What follows belongs to an exercise in optimizing a design on an open flow for small area and a short achievable clock period; a production flow would make more cautious choices. In this exercise RTL edits were held to simulation tests only and were not proved equivalent to the original.

## top_convolution
module top_convolution#(parameter int IMG_SIZE = 5)(
    input clk,
    input rst,
    input [23:0] in,
    input [71:0] FILTER,
    output reg [(IMG_SIZE-2)*(IMG_SIZE-2)*9-1:0] OUT);
clock: 17.0 ns
lec_check: 0
cap_margin: 20
core_margin: 2
core_utilization: 40
cts_buf_list: sky130_fd_sc_hd__clkbuf_16
cts_cluster_diameter: 60
cts_cluster_size: 30
slew_margin: 20
synth_hierarchical: 1
synth_minimum_keep_size: 0
standard.sh (not shown) runs the stock make flow with config.mk's settings and CLKGATE_MAP_FILE= SYNTH_SCRIPT=/design/flow/synth_recipe.tcl, a recipe that flattens the netlist after the stock synthesis.
==> flow/flow/run.sh <==
#!/bin/bash
# Layout flow: the standard ORFS flow (standard.sh, unchanged synthesis)
# with two settings changed: the port buffers are buf_1 cells instead of the
# default choice, and timing repair aims for 12.5 ns of setup slack.
set -euo pipefail
export BUFFER_PORTS_ARGS="-buffer_cell sky130_fd_sc_hd__buf_1"
export SETUP_SLACK_MARGIN=12.5
bash standard.sh > standard_make.log 2>&1
Change:
==> flow/flow/run.sh (replaced) <==
#!/bin/bash
# Layout flow: the standard ORFS flow (standard.sh, unchanged synthesis)
# with two settings changed: the port buffers are buf_1 cells instead of the
# default choice, and timing repair aims for 12.6 ns of setup slack.
set -euo pipefail
export BUFFER_PORTS_ARGS="-buffer_cell sky130_fd_sc_hd__buf_1"
export SETUP_SLACK_MARGIN=12.6
bash standard.sh > standard_make.log 2>&1
What happened:
- The new run completed without violations
- area after synthesis is unchanged
- critical path depth is unchanged
- design area climbs by 0.83%
- register-to-register slack improves by 0.12 ns
- fmax falls by about 0.7%
- worst setup slack degrades by 0.031 ns
- utilization climbs by 0.39 points
- wire length went up by about 0.7%
- via count is about the same
- sequential cell count does not change
- first-iteration DRC count grows by 20%
Change:
==> flow/flow/run.sh (replaced) <==
#!/bin/bash
# Layout flow: the standard ORFS flow (standard.sh, unchanged synthesis)
# with two settings changed: the port buffers are buf_1 cells instead of the
# default choice, and timing repair aims for 12.4 ns of setup slack.
set -euo pipefail
export BUFFER_PORTS_ARGS="-buffer_cell sky130_fd_sc_hd__buf_1"
export SETUP_SLACK_MARGIN=12.4
bash standard.sh > standard_make.log 2>&1
The changed run finished clean.
Setup slack improves by 0.0091 ns.
Design area came out lower by about 2%.
Worst hold slack improves by 0.0083 ns.
First-iteration DRC count is unchanged.
Core utilization came out lower by 0.99 points.
Sequential share of layout area came out higher by 0.70 points.
Non-clock buffer count came out lower by 12.
Change:
==> flow/flow/run.sh (replaced) <==
#!/bin/bash
# Layout flow: the standard ORFS flow (standard.sh, unchanged synthesis)
# with two settings changed: the port buffers are buf_1 cells instead of the
# default choice, and timing repair aims for 12.5 ns of setup slack.
set -euo pipefail
export BUFFER_PORTS_ARGS="-buffer_cell sky130_fd_sc_hd__buf_1"
export SETUP_SLACK_MARGIN=12.5
bash standard.sh > standard_make.log 2>&1
- CTS_CLUSTER_DIAMETER: 60 -> 50
- CTS_CLUSTER_SIZE: 30 -> 25
Outcome: The new run passed the timing, DRC and antenna checks; fmax is about the same; count of clock-buffer cells in the layout grows by 6; setup slack got worse by 0.012 ns.


top_convolution, a different RTL version from the one above (not shown whole).
Size: roughly 1300 cells after synthesis, about 180 I/O pins, roughly 16000 µm² of cells after synthesis.
clock: 17.0 ns
lec_check: 0
cap_margin: 20
core_margin: 2
core_utilization: 40
cts_buf_list: sky130_fd_sc_hd__clkbuf_16
cts_cluster_diameter: 60
cts_cluster_size: 30
slew_margin: 20
synth_hierarchical: 1
synth_minimum_keep_size: 0
==> flow/flow/run.sh <==
#!/bin/bash
# Layout flow: the standard ORFS flow (standard.sh, unchanged synthesis)
# with one setting changed: the port buffers are buf_1 cells instead of the
# default choice.
set -euo pipefail
export BUFFER_PORTS_ARGS="-buffer_cell sky130_fd_sc_hd__buf_1"
bash standard.sh > standard_make.log 2>&1
Change:
==> flow/flow/run.sh (replaced) <==
#!/bin/bash
# Layout flow: the standard ORFS flow (standard.sh, unchanged synthesis)
# with two settings changed: the port buffers are buf_1 cells instead of the
# default choice, and timing repair aims for 12.4 ns of setup slack.
set -euo pipefail
export BUFFER_PORTS_ARGS="-buffer_cell sky130_fd_sc_hd__buf_1"
export SETUP_SLACK_MARGIN=12.4
bash standard.sh > standard_make.log 2>&1
Outcome:
- core utilization grows by 0.22 points
- wire length shrinks by 0.50%
- first-iteration DRC count shrinks by 1.2%
- final area grows by 0.48%
- sequential share of layout area shrinks by 0.15 points
- fmax grows by 3.9%
- flip-flop and latch count does not change
- via count hardly moves
- clock-buffer cell count shrinks by 1
- worst hold slack is about the same


RTL: one of the versions met above, not the one the previous note started from.
For scale: ~1300 cells after synthesis, ~16000 sq um of cells after synthesis.
export LEC_CHECK = 0
export CAP_MARGIN = 20
export CORE_MARGIN = 2
export CORE_UTILIZATION = 40
export CTS_BUF_LIST = sky130_fd_sc_hd__clkbuf_16
export CTS_CLUSTER_DIAMETER = 60
export CTS_CLUSTER_SIZE = 30
export SLEW_MARGIN = 20
export SYNTH_HIERARCHICAL = 1
export SYNTH_MINIMUM_KEEP_SIZE = 0
create_clock -name core_clock -period 17.0 [get_ports {clk}]
==> flow/flow/run.sh <==
#!/bin/bash
# Layout flow: the standard ORFS flow (standard.sh, unchanged synthesis)
# with two settings changed: the port buffers are buf_1 cells instead of the
# default choice, and timing repair aims for 12.5 ns of setup slack.
set -euo pipefail
export BUFFER_PORTS_ARGS="-buffer_cell sky130_fd_sc_hd__buf_1"
export SETUP_SLACK_MARGIN=12.5
export CTS_ARGS="-sink_clustering_enable -repair_clock_nets -buf_list sky130_fd_sc_hd__clkbuf_16 -sink_clustering_size 30 -sink_clustering_max_diameter 60 -distance_between_buffers 500 -branching_point_buffers_distance 500"
bash standard.sh > standard_make.log 2>&1
The starting point completed without violations.
Edit:
==> flow/flow/run.sh (replaced) <==
#!/bin/bash
# Layout flow: the standard ORFS flow (standard.sh, unchanged synthesis)
# with two settings changed: the port buffers are buf_1 cells instead of the
# default choice, and timing repair aims for 12.2 ns of setup slack.
set -euo pipefail
export BUFFER_PORTS_ARGS="-buffer_cell sky130_fd_sc_hd__buf_1"
export SETUP_SLACK_MARGIN=12.2
bash standard.sh > standard_make.log 2>&1
=>
- The new run completed without violations
- hold slack is about the same
- die area stays the same
- clock skew fell by 0.0043 ns
- cell area fell by 0.49%
- via count fell by about 0.6%
- setup slack got worse by 0.048 ns
- synthesized cell count stays the same
- global-route usage barely changes
- first-iteration DRC count rose by 17%
Edit:
==> flow/flow/run.sh (replaced) <==
#!/bin/bash
# Layout flow: the standard ORFS flow (standard.sh, unchanged synthesis)
# with two settings changed: the port buffers are buf_1 cells instead of the
# default choice, and timing repair aims for 12.5 ns of setup slack.
set -euo pipefail
export BUFFER_PORTS_ARGS="-buffer_cell sky130_fd_sc_hd__buf_1"
export SETUP_SLACK_MARGIN=12.5
export CTS_ARGS="-sink_clustering_enable -repair_clock_nets -buf_list sky130_fd_sc_hd__clkbuf_16 -sink_clustering_size 30 -sink_clustering_max_diameter 60 -sink_clustering_levels 1"
bash standard.sh > standard_make.log 2>&1
Result: The new run completed without violations; cell area goes up slightly; synthesized area is unchanged; first-iteration DRC count goes down by about a fifth; setup slack is better by 0.048 ns; sequential cell count stays the same; wire length goes up by a few percent; via count goes up slightly; utilization goes up by 0.23 points.
Edit:
--- a/flow/flow/run.sh
+++ b/flow/flow/run.sh
@@ -6,4 +6,3 @@
 export BUFFER_PORTS_ARGS="-buffer_cell sky130_fd_sc_hd__buf_1"
 export SETUP_SLACK_MARGIN=12.5
-export CTS_ARGS="-sink_clustering_enable -repair_clock_nets -buf_list sky130_fd_sc_hd__clkbuf_16 -sink_clustering_size 30 -sink_clustering_max_diameter 60 -sink_clustering_levels 1"
 bash standard.sh > standard_make.log 2>&1
Settings changed: CTS_BUF_LIST sky130_fd_sc_hd__clkbuf_16 to sky130_fd_sc_hd__clkbuf_16 sky130_fd_sc_hd__clkbuf_8 sky130_fd_sc_hd__clkbuf_4, CTS_CLUSTER_DIAMETER 60 to default, CTS_CLUSTER_SIZE 30 to default.
Result:
- setup slack is worse by 0.0042 ns
- cell count goes up by 0.60%
- die area stays the same
- wire length goes up by 0.49%
- synthesized area stays the same


Setup of yarrow:
top_convolution, a different RTL version from the one above (not shown whole).
Size: about 1300 cells after synthesis, ~0.017 mm^2 of cells after synthesis.
clock: 17.0 ns
lec_check: 0
cap_margin: 20
core_margin: 2
core_utilization: 40
slew_margin: 20
synth_hierarchical: 1
synth_minimum_keep_size: 0
run.sh (not shown) runs the stock make flow with config.mk's settings and CLKGATE_MAP_FILE= SYNTH_SCRIPT=/design/flow/synth_recipe.tcl, a recipe that flattens the netlist after the stock synthesis.
Stock flow here: none of the scripts above is used.
Setup changes, yarrow to raven
# yarrow
export LEC_CHECK = 0
export CAP_MARGIN = 20
export CORE_MARGIN = 2
export CORE_UTILIZATION = 40
export SLEW_MARGIN = 20
export SYNTH_HIERARCHICAL = 1
export SYNTH_MINIMUM_KEEP_SIZE = 0
create_clock -name core_clock -period 17.0 [get_ports {clk}]
# raven
export LEC_CHECK = 0
export CAP_MARGIN = 20
export CORE_MARGIN = 2
export CORE_UTILIZATION = 65
export CTS_BUF_LIST = sky130_fd_sc_hd__clkbuf_4
export PLACE_DENSITY = 0.75
export SLEW_MARGIN = 20
export SYNTH_HIERARCHICAL = 1
export SYNTH_MINIMUM_KEEP_SIZE = 0
create_clock -name core_clock -period 17.0 [get_ports {clk}]
==> flow/flow/run.sh (new file) <==
#!/bin/bash
# Layout flow: the standard ORFS flow (standard.sh, unchanged synthesis)
# with two settings changed: the port buffers are buf_2 cells instead of the
# default choice, and timing repair aims for 12.5 ns of setup slack.
set -euo pipefail
export BUFFER_PORTS_ARGS="-buffer_cell sky130_fd_sc_hd__buf_2"
export SETUP_SLACK_MARGIN=12.5
bash standard.sh > standard_make.log 2>&1
==> flow/standard.sh (new file) <==
#!/bin/bash
# synth_recipe.tcl (not shown) runs the flow's synth.tcl, then flattens the netlist and writes it again
# the make line also repeats each setting of config.mk as NAME=value (left out here)
make -C /OpenROAD-flow-scripts/flow DESIGN_CONFIG=/design/flow/config.mk WORK_HOME=/design/flow/orfs CLKGATE_MAP_FILE= SYNTH_SCRIPT=/design/flow/synth_recipe.tcl "${@:-finish}"
removed: flow/run.sh
Results
Re maximum clock insertion buffer count: no difference whatsoever between yarrow and raven. Cmp raven vs yarrow: clock-pin slew on the worst setup and hold paths higher in raven. yarrow → raven: worst setup slack after layout now larger; die area now smaller. yarrow -> raven: number of cells in the finished layout apart from fillers decreased by a few percent. yarrow -> raven: number of ordinary and repair buffers in the finished layout increased by more than 10%. Between yarrow and raven, the critical path depth is lower for raven. Between yarrow and raven, the flow reports total wire length increasing by a little under 10%. | wire length of the first global-routing pass | raven vs yarrow | 1.7% higher |. Looking at end of the critical path, the OUT[44] result is from yarrow; the OUT[13] one comes from raven.
Input changes introduced in lagoon (baseline for comparison: raven):
# raven
export LEC_CHECK = 0
export CAP_MARGIN = 20
export CORE_MARGIN = 2
export CORE_UTILIZATION = 65
export CTS_BUF_LIST = sky130_fd_sc_hd__clkbuf_4
export PLACE_DENSITY = 0.75
export SLEW_MARGIN = 20
export SYNTH_HIERARCHICAL = 1
export SYNTH_MINIMUM_KEEP_SIZE = 0
create_clock -name core_clock -period 17.0 [get_ports {clk}]
# lagoon
export LEC_CHECK = 0
export CAP_MARGIN = 20
export CORE_MARGIN = 2
export CORE_UTILIZATION = 40
export CTS_BUF_LIST = sky130_fd_sc_hd__clkbuf_4
export SLEW_MARGIN = 20
export SYNTH_HIERARCHICAL = 1
export SYNTH_MINIMUM_KEEP_SIZE = 0
create_clock -name core_clock -period 17.0 [get_ports {clk}]
diff --git a/flow/flow/run.sh b/flow/flow/run.sh
--- a/flow/flow/run.sh
+++ b/flow/flow/run.sh
@@ -4 +4 @@
-# default choice, and timing repair aims for 12.5 ns of setup slack.
+# default choice, and timing repair aims for 12 ns of setup slack.
@@ -7 +7 @@
-export SETUP_SLACK_MARGIN=12.5
+export SETUP_SLACK_MARGIN=12
### Flow results
raven → lagoon: clock buffer count in the final layout increased 5.0%, sequential cell count flat.
[diff] via count, lagoon relative to raven: improvement
Cmp raven and lagoon / multi-input gate share of total cell area / lower: lagoon
Diff raven and lagoon: ratio of cells with drive above 1 in the final layout higher in raven
Diff raven -> lagoon | upper clock frequency limit | decrease of 1.3%
Compared with raven, lagoon shows a sequential share of layout area that is 0.40 points higher.
Area used by sequential logic in the layout of raven is on par with lagoon.
For the share of the core filled with cells in the final layout, lagoon came in 31 points lower than raven did.
Here is what was changed in the inputs of ember compared with lagoon.
diff --git a/flow/flow/run.sh b/flow/flow/run.sh
--- a/flow/flow/run.sh
+++ b/flow/flow/run.sh
@@ -4 +4 @@
-# default choice, and timing repair aims for 12 ns of setup slack.
+# default choice, and timing repair aims for 0 ns of setup slack.
@@ -7 +7 @@
-export SETUP_SLACK_MARGIN=12
+export SETUP_SLACK_MARGIN=0
--- outcome ---
ember finished all stages; the layout is clean. lagoon → ember: critical path depth down 1, combined buffer and inverter count along the critical path down 1.
What fjord does differently from ember at the input level:
diff --git a/flow/flow/run.sh b/flow/flow/run.sh
--- a/flow/flow/run.sh
+++ b/flow/flow/run.sh
@@ -4 +4 @@
-# default choice, and timing repair aims for 0 ns of setup slack.
+# default choice, and timing repair aims for 13 ns of setup slack.
@@ -7 +7 @@
-export SETUP_SLACK_MARGIN=0
+export SETUP_SLACK_MARGIN=13
Findings:
fjord has completed all stages; timing, DRC and antenna checks passed.
Portion of the clock cycle consumed by the worst path in the final layout for fjord: 5.1 points down relative to ember
Delta (fjord minus ember): total global routing track utilization shows an increase of 2.7 points.
Count of cells along the worst register-to-register path came out higher on fjord than on ember.
Compare fjord and ember | sequential share of layout area lower: fjord
The higher final wirelength came out of fjord.
The inputs of maple differ from those of fjord as listed below.
diff --git a/flow/flow/run.sh b/flow/flow/run.sh
--- a/flow/flow/run.sh
+++ b/flow/flow/run.sh
@@ -4 +4 @@
-# default choice, and timing repair aims for 13 ns of setup slack.
+# default choice, and timing repair aims for 12.5 ns of setup slack.
@@ -7 +7 @@
-export SETUP_SLACK_MARGIN=13
+export SETUP_SLACK_MARGIN=12.5
[summary]
maple ended with every stage complete and zero timing, DRC or antenna violations.
maple against fjord: count of plain and timing-repair buffers in the layout saw a decrease; clock skew saw little to no change.


top_convolution, a different RTL version from the one above (not shown whole).
For scale: ~1400 cells after synthesis, roughly 180 I/O pins, roughly 0.016 mm^2 of cells after synthesis.
==> flow/design.v (excerpt) <==
module top_convolution#(parameter int IMG_SIZE = 5)(
    input clk,
    input rst,
    input [23:0] in,
    input [71:0] FILTER,
    output reg [(IMG_SIZE-2)*(IMG_SIZE-2)*9-1:0] OUT);
export LEC_CHECK = 0
export CAP_MARGIN = 20
export CORE_MARGIN = 2
export CORE_UTILIZATION = 40
export CTS_BUF_LIST = sky130_fd_sc_hd__clkbuf_16
export CTS_CLUSTER_DIAMETER = 60
export CTS_CLUSTER_SIZE = 30
export SLEW_MARGIN = 20
export SYNTH_HIERARCHICAL = 1
export SYNTH_MINIMUM_KEEP_SIZE = 0
create_clock -name core_clock -period 17.0 [get_ports {clk}]
Stock flow here: none of the scripts above is used.
The starting point ran to the end with no violations.
==> next run, changes <==
==> flow/flow/run.sh (new file) <==
#!/bin/bash
# Layout flow: the standard ORFS flow (standard.sh, unchanged synthesis)
# with two settings changed: the port buffers are buf_1 cells instead of the
# default choice, and timing repair aims for 12.5 ns of setup slack.
set -euo pipefail
export BUFFER_PORTS_ARGS="-buffer_cell sky130_fd_sc_hd__buf_1"
export SETUP_SLACK_MARGIN=12.5
bash standard.sh > standard_make.log 2>&1
==> flow/standard.sh (new file) <==
#!/bin/bash
# synth_recipe.tcl (not shown) runs the flow's synth.tcl, then flattens the netlist and writes it again
# the make line also repeats each setting of config.mk as NAME=value (left out here)
make -C /OpenROAD-flow-scripts/flow DESIGN_CONFIG=/design/flow/config.mk WORK_HOME=/design/flow/orfs CLKGATE_MAP_FILE= SYNTH_SCRIPT=/design/flow/synth_recipe.tcl "${@:-finish}"
Settings changed: CTS_CLUSTER_DIAMETER 60 to 80, CTS_CLUSTER_SIZE 30 to 40.
removed: flow/run.sh
Outcome: Register-to-register slack gains 0.93 ns. Global-route usage shrinks by 0.26 points. Non-clock buffer count goes up by 13.
==> next run, changes <==
Settings changed: CTS_CLUSTER_DIAMETER 80 to 60, CTS_CLUSTER_SIZE 40 to 30.
=> The changed run passed the timing, DRC and antenna checks. First-iteration DRC count goes down by about 10%. Worst setup slack gains 0.014 ns. Hold slack gains 0.0065 ns. Clock skew goes down by 0.019 ns. Routed wire length goes down by about 0.4%. Design area goes up by 1.3%. Non-clock buffer count goes down by 1.
==> next run, changes <==
Settings changed: CTS_BUF_LIST sky130_fd_sc_hd__clkbuf_16 to sky130_fd_sc_hd__clkbuf_8, CTS_CLUSTER_DIAMETER 60 to unset, CTS_CLUSTER_SIZE 30 to unset.
Die area stays the same.
Final area barely changes.
Final cell count climbs by 1.5%.
Sequential cell count stays the same.
Worst setup slack got worse by 0.011 ns.
==> next run, changes <==
==> flow/flow/run.sh (replaced) <==
#!/bin/bash
# Layout flow: the standard ORFS flow (standard.sh, unchanged synthesis)
# with two settings changed: the port buffers are buf_2 cells instead of the
# default choice, and timing repair aims for 12.5 ns of setup slack.
set -euo pipefail
export BUFFER_PORTS_ARGS="-buffer_cell sky130_fd_sc_hd__buf_2"
export SETUP_SLACK_MARGIN=12.5
bash standard.sh > standard_make.log 2>&1
Settings changed: CTS_BUF_LIST sky130_fd_sc_hd__clkbuf_8 to sky130_fd_sc_hd__clkbuf_4.
Result: Final area increases by 0.33%; worst setup slack gets worse by 0.17 ns; maximum frequency is lower by about 3.6%; routed wire length drops by about 2.5%; final cell count climbs by about 2%; critical path depth stays the same.

## static timing again, ports no longer ideal
The results above use ideal ports. As a check the final layouts listed here were re-extracted and re-timed, cells and wires unchanged.
Step 1: set_driving_cell puts a clkbuf_16 on clk and a buf_2 on each other input, an assumption about the parent block.
Step 2 adds t to the input delays and takes it off the output delays; t is the mean of the earliest and latest rising clock arrival at the registers after step 1. Input paths then give back, and output paths get back, about the clock's delay inside the block.
Three values: no drivers, after step 1, after step 2; two values: the first two.
run | t (ns) | setup slack, ns | slew at the worst register clock pin (ns)
the first run of note 1 | 0.603 | 12.469 / 12.419 / 11.940 | 0.10 / 0.10
the second run of note 1 | 0.617 | 12.438 / 12.386 / 11.909 | 0.09 / 0.09
the third run of note 1 | 0.611 | 12.447 / 12.396 / 11.884 | 0.10 / 0.10
the fourth run of note 1 | 0.635 | 12.435 / 12.381 / 11.936 | 0.08 / 0.08
the first run of note 2 | 0.623 | 12.256 / 12.256 / 11.830 | 0.10 / 0.10
the second run of note 2 | 0.613 | 12.432 / 12.379 / 11.885 | 0.10 / 0.10
the first run of note 3 | 0.603 | 12.469 / 12.419 / 11.940 | 0.10 / 0.10
the second run of note 3 | 0.620 | 12.421 / 12.411 / 11.906 | 0.10 / 0.10
the third run of note 3 | 0.603 | 12.469 / 12.419 / 11.940 | 0.10 / 0.10
the fourth run of note 3 | 0.619 | 12.465 / 12.414 / 11.922 | 0.07 / 0.07
yarrow | 0.614 | 11.457 / 11.457 / 11.457 | 0.06 / 0.06
raven | 0.719 | 12.264 / 12.224 / 11.897 | 0.10 / 0.10
lagoon | 0.764 | 12.200 / 12.200 / 11.860 | 0.08 / 0.08
ember | 0.768 | 11.449 / 11.449 / 11.449 | 0.08 / 0.08
fjord | 0.776 | 12.309 / 12.259 / 11.919 | 0.07 / 0.07
maple | 0.754 | 12.330 / 12.282 / 11.884 | 0.07 / 0.07
the first run of note 5 | 0.607 | 11.716 / 11.716 / 11.500 | 0.10 / 0.10
the second run of note 5 | 0.589 | 12.472 / 12.422 / 11.945 | 0.12 / 0.12
the third run of note 5 | 0.615 | 12.485 / 12.434 / 11.894 | 0.08 / 0.08
the fourth run of note 5 | 0.628 | 12.474 / 12.427 / 11.866 | 0.06 / 0.06
the fifth run of note 5 | 0.770 | 12.306 / 12.259 / 11.881 | 0.07 / 0.07
After both steps setup and hold are still met in every run listed. For the fourth run of note 5, which loses most, drivers alone change the setup slack by -0.047 ns; drivers and shift together by -0.608 ns.
